This design comes from an exercise in tuning for small area, a short achievable clock period and few clock cycles on the open sky130 flow, not from production work. The RTL was checked by simulation tests, not by an equivalence proof against the original design. Power and IR drop assume default switching activity.

Setup of run 1:
==> module cpu, before the edit <==
module cpu(clk,reset,read_data,out,N,V,Z,mem_cmd,mem_addr);
input clk, reset;
input [15:0] read_data;
output reg [1:0] mem_cmd;
output reg [8:0] mem_addr;
output reg [15:0] out;
output reg N, V, Z;
reg        c_fetch;    
reg        d_valid;    
reg        halted;
reg  [8:0] xpc;        
reg        ld1_v, ld2_v;
reg  [2:0] ld1_rd, ld2_rd;
reg        e_valid;    
reg        e_haz;      
reg        e_ldw;      
reg        e_wr;       
reg  [2:0] e_wa;
reg  [1:0] e_op;       
reg        e_cmp, e_ldr, e_str, e_halt;
reg  [4:0] e_imm5;
reg [15:0] a, b;
wire smc   = mem_cmd[1] & ((mem_addr[8:6] == xpc[8:6]) | (&xpc[5:0] & (mem_addr[8:6] == xpc[8:6] + 3'd1)));
wire flush = (e_valid & e_haz) | smc;
wire exec  = e_valid & ~flush & ~halted;
wire [15:0] sum = a + (b ^ {16{e_op[0]}}) + {15'b0, e_op[0]};
reg  [15:0] res;
always @(*) begin
  case (e_op)
    2'b10: res = a & b;
    2'b11: res = ~b;
    default: res = sum;
  endcase
end
wire [8:0] ea = a[8:0] + {{4{e_imm5[4]}}, e_imm5};
wire       we_x = exec & e_wr;
wire       we   = we_x | e_ldw;
wire       mem_x = exec & (e_ldr | e_str);
reg  [15:0] rf [0:7];
integer k;
always @(posedge clk)
  for (k = 0; k < 8; k = k + 1)
    if (we && e_wa == k) rf[k] <= res;
always @(posedge clk) begin
  if (exec & e_cmp) begin
    Z <= (a == b);
    N <= sum[15];
    V <= (a[15] ^ b[15]) & (sum[15] ^ a[15]);
  end
end
wire [15:0] ir = read_data;
wire is_ldr  = ~ir[15];                         
wire is_str  = ~(ir[14] | ir[13]);              
wire is_mem  = is_ldr | is_str;
wire is_halt = ir[15] & ir[14] & ir[13];        
wire is_mov  = ir[14] & ~ir[13];                
wire is_alu  = ~ir[14] & ir[13];                
wire is_movi = is_mov & ir[12];
wire use_rn  = is_mem | (is_alu & ~(ir[12] & ir[11]));
wire use_rm  = (is_mov & ~ir[12]) | is_alu;
wire [2:0] rn = ir[10:8], rd = ir[7:5], rm = ir[2:0];
wire [2:0] rb = is_str ? rd : rm;
wire [1:0] sh = is_mem ? 2'b00 : ir[4:3];
function [15:0] shf;
  input [15:0] x;
  input [1:0] s;
  case (s)
    2'b00: shf = x;
    2'b01: shf = {x[14:0], 1'b0};
    2'b10: shf = {1'b0, x[15:1]};
    default: shf = {x[15], x[15:1]};
  endcase
endfunction
function pend;
  input [2:0] r;
  pend = (e_valid & e_ldr & (e_wa == r)) | (ld1_v & (ld1_rd == r));
endfunction
wire haz_d = (use_rn & pend(rn)) | (use_rm & pend(rm)) | (is_str & pend(rd));
wire fwd_a = we & (e_wa == rn);
wire fwd_b = we & (e_wa == rb);
wire        pass = ld2_v | is_mov;
wire [15:0] a_d = pass ? 16'b0 : fwd_a ? res : rf[rn];
wire [15:0] b_sh = shf(fwd_b ? res : rf[rb], sh);
wire [15:0] b_d = ld2_v ? read_data : is_movi ? {{8{ir[7]}}, ir[7:0]} : b_sh;
always @(posedge clk) begin
  a <= a_d;
  b <= b_d;
  e_haz  <= haz_d;
  e_wr   <= is_mov | (is_alu & ~(~ir[12] & ir[11]));
  e_wa   <= ld2_v ? ld2_rd : is_movi ? rn : rd;
  e_op   <= pass ? 2'b00 : ir[12:11];
  e_cmp  <= is_alu & ~ir[12] & ir[11];
  e_ldr  <= is_ldr;
  e_str  <= is_str;
  e_halt <= is_halt;
  e_imm5 <= ir[4:0];
  ld1_rd <= e_wa; ld2_rd <= ld1_rd;
end
wire [8:0] xpc1 = xpc + 9'd1;
wire [1:0] inflight = {1'b0, e_valid} + {1'b0, d_valid} + {1'b0, c_fetch};
wire [8:0] nfa = xpc + {7'b0, inflight};
always @(posedge clk) out <= b;
always @(posedge clk) begin
  if (reset) begin
    mem_cmd <= 2'b01; mem_addr <= 9'd0; c_fetch <= 1'b1;
    xpc <= 9'd0;
    d_valid <= 1'b0; e_valid <= 1'b0; e_ldw <= 1'b0; halted <= 1'b0;
    ld1_v <= 1'b0; ld2_v <= 1'b0;
  end else begin
    d_valid <= c_fetch & ~flush;
    e_valid <= d_valid & ~flush;
    if (exec) xpc <= xpc1;
    ld1_v <= mem_x & e_ldr;
    ld2_v <= ld1_v & ~(we_x & (e_wa == ld1_rd));
    e_ldw <= ld2_v & ~(we_x & (e_wa == ld2_rd));
    if (halted | (exec & e_halt)) begin
      halted <= 1'b1; mem_cmd <= 2'b00; c_fetch <= 1'b0;
    end else if (flush) begin
      mem_cmd <= 2'b01; mem_addr <= xpc; c_fetch <= 1'b1;
    end else if (mem_x) begin
      mem_cmd <= e_str ? 2'b10 : 2'b01; mem_addr <= ea; c_fetch <= 1'b0;
    end else begin
      mem_cmd <= 2'b01; mem_addr <= nfa; c_fetch <= 1'b1;
    end
  end
end
endmodule
Settings: LEC_CHECK=0, ABC_AREA=1, CAP_MARGIN=20, CORE_MARGIN=2, CORE_UTILIZATION=55, PLACE_DENSITY=0.65, SETUP_SLACK_MARGIN=3.5, SLEW_MARGIN=20; clock period 6.0 ns.
run.sh (not shown) runs the stock make flow with config.mk's settings and CLKGATE_MAP_FILE= SYNTH_SCRIPT=/design/flow/synth_recipe.tcl, a recipe that flattens the netlist after the stock synthesis.
Testbench counts of run 1, summed over its fixed seeds: cycles 13,053.
The following lists how run 2 was set up differently from run 1:
--- a/flow/design.v
+++ b/flow/design.v
@@ -14,21 +14,46 @@
 reg        e_valid;    
 reg        e_haz;      
 reg        e_ldw;      
 reg        e_wr;       
 reg  [2:0] e_wa;
+reg        e_pass;     
 reg  [1:0] e_op;       
 reg        e_cmp, e_ldr, e_str, e_halt;
 reg  [4:0] e_imm5;
 reg [15:0] a, b;
 wire smc   = mem_cmd[1] & ((mem_addr[8:6] == xpc[8:6]) | (&xpc[5:0] & (mem_addr[8:6] == xpc[8:6] + 3'd1)));
 wire flush = (e_valid & e_haz) | smc;
 wire exec  = e_valid & ~flush & ~halted;
-wire [15:0] sum = a + (b ^ {16{e_op[0]}}) + {15'b0, e_op[0]};
+function [15:0] add16;
+  input [15:0] x, y;
+  input cin;
+  reg [15:0] g, p, G, P, G2, P2;
+  integer l, i, j;
+  begin
+    g = x & y;
+    p = x ^ y;
+    G = g; P = p;
+    G[0] = g[0] | (p[0] & cin);
+    for (l = 0; l < 4; l = l + 1) begin
+      G2 = G; P2 = P;
+      for (i = 0; i < 16; i = i + 1)
+        if (i[l]) begin
+          j = ((i >> l) << l) - 1;
+          G2[i] = G[i] | (P[i] & G[j]);
+          P2[i] = P[i] & P[j];
+        end
+      G = G2; P = P2;
+    end
+    add16 = p ^ {G[14:0], cin};
+  end
+endfunction
+wire [15:0] sum = add16(a, b ^ {16{e_op[0]}}, e_op[0]);
 reg  [15:0] res;
 always @(*) begin
-  case (e_op)
+  if (e_pass) res = b;
+  else case (e_op)
     2'b10: res = a & b;
     2'b11: res = ~b;
     default: res = sum;
   endcase
 end
@@ -76,21 +101,21 @@
   pend = (e_valid & e_ldr & (e_wa == r)) | (ld1_v & (ld1_rd == r));
 endfunction
 wire haz_d = (use_rn & pend(rn)) | (use_rm & pend(rm)) | (is_str & pend(rd));
 wire fwd_a = we & (e_wa == rn);
 wire fwd_b = we & (e_wa == rb);
-wire        pass = ld2_v | is_mov;
-wire [15:0] a_d = pass ? 16'b0 : fwd_a ? res : rf[rn];
+wire [15:0] a_d = fwd_a ? res : rf[rn];
 wire [15:0] b_sh = shf(fwd_b ? res : rf[rb], sh);
 wire [15:0] b_d = ld2_v ? read_data : is_movi ? {{8{ir[7]}}, ir[7:0]} : b_sh;
 always @(posedge clk) begin
   a <= a_d;
   b <= b_d;
   e_haz  <= haz_d;
   e_wr   <= is_mov | (is_alu & ~(~ir[12] & ir[11]));
   e_wa   <= ld2_v ? ld2_rd : is_movi ? rn : rd;
-  e_op   <= pass ? 2'b00 : ir[12:11];
+  e_pass <= ld2_v | is_mov;
+  e_op   <= ir[12:11];
   e_cmp  <= is_alu & ~ir[12] & ir[11];
   e_ldr  <= is_ldr;
   e_str  <= is_str;
   e_halt <= is_halt;
   e_imm5 <= ir[4:0];
==> comparison <==
The final reports for run 2 and run 1 show count of buffers not belonging to the clock network in the layout lower in the former. Delta (run 2 minus run 1): maximum ir drop on the vdd rail down about 16%; first-iteration DRC count went down; clock power share now larger; met2 track demand over resource in global routing went down 4.8 points; final design instance area without fill now smaller. Summary of run 2 over run 1: post-placement cell area essentially unchanged; fill cell instance count of the final layout shows an increase of about 14%; global-route usage shrank by 2.9 points. Cmp run 1 and run 2 / critical path depth in cells / higher: run 1. Compared with run 1, run 2 shows layout clock buffer count higher by 1. The net switching power in run 1 is 1.15 times that in run 2. Run 2 vs run 1: period utilization up in run 2.
Testbench counts of run 2, summed over its fixed seeds: cycles 13,053.

==> separate check: timing with driven ports <==
In the flow no input, the clock included, has a driving cell. The finished layouts below were timed again as built, in two steps. Step 1 assumes that a clkbuf_16 drives the clock port and a buf_2 every other input. Step 2 times the ports against the registers' clock, not the clock port: input delays grow and output delays shrink by t, the midpoint of the rising clock arrivals with the driver on. Slacks: ideal ports / drivers / drivers and shift; pairs: ideal ports / drivers.
run | t, ns | slack for setup (ns) | worst slew at a driven data input, ns
run 1 | 0.578 | 3.113 / 3.121 / 2.543 | 0.05
run 2 | 0.577 | 3.020 / 3.017 / 2.439 | 0.06
After both steps every run listed still meets setup and hold. The setup slack of run 2, which loses most, moves by -0.003 ns with the drivers and by -0.581 ns with both steps.
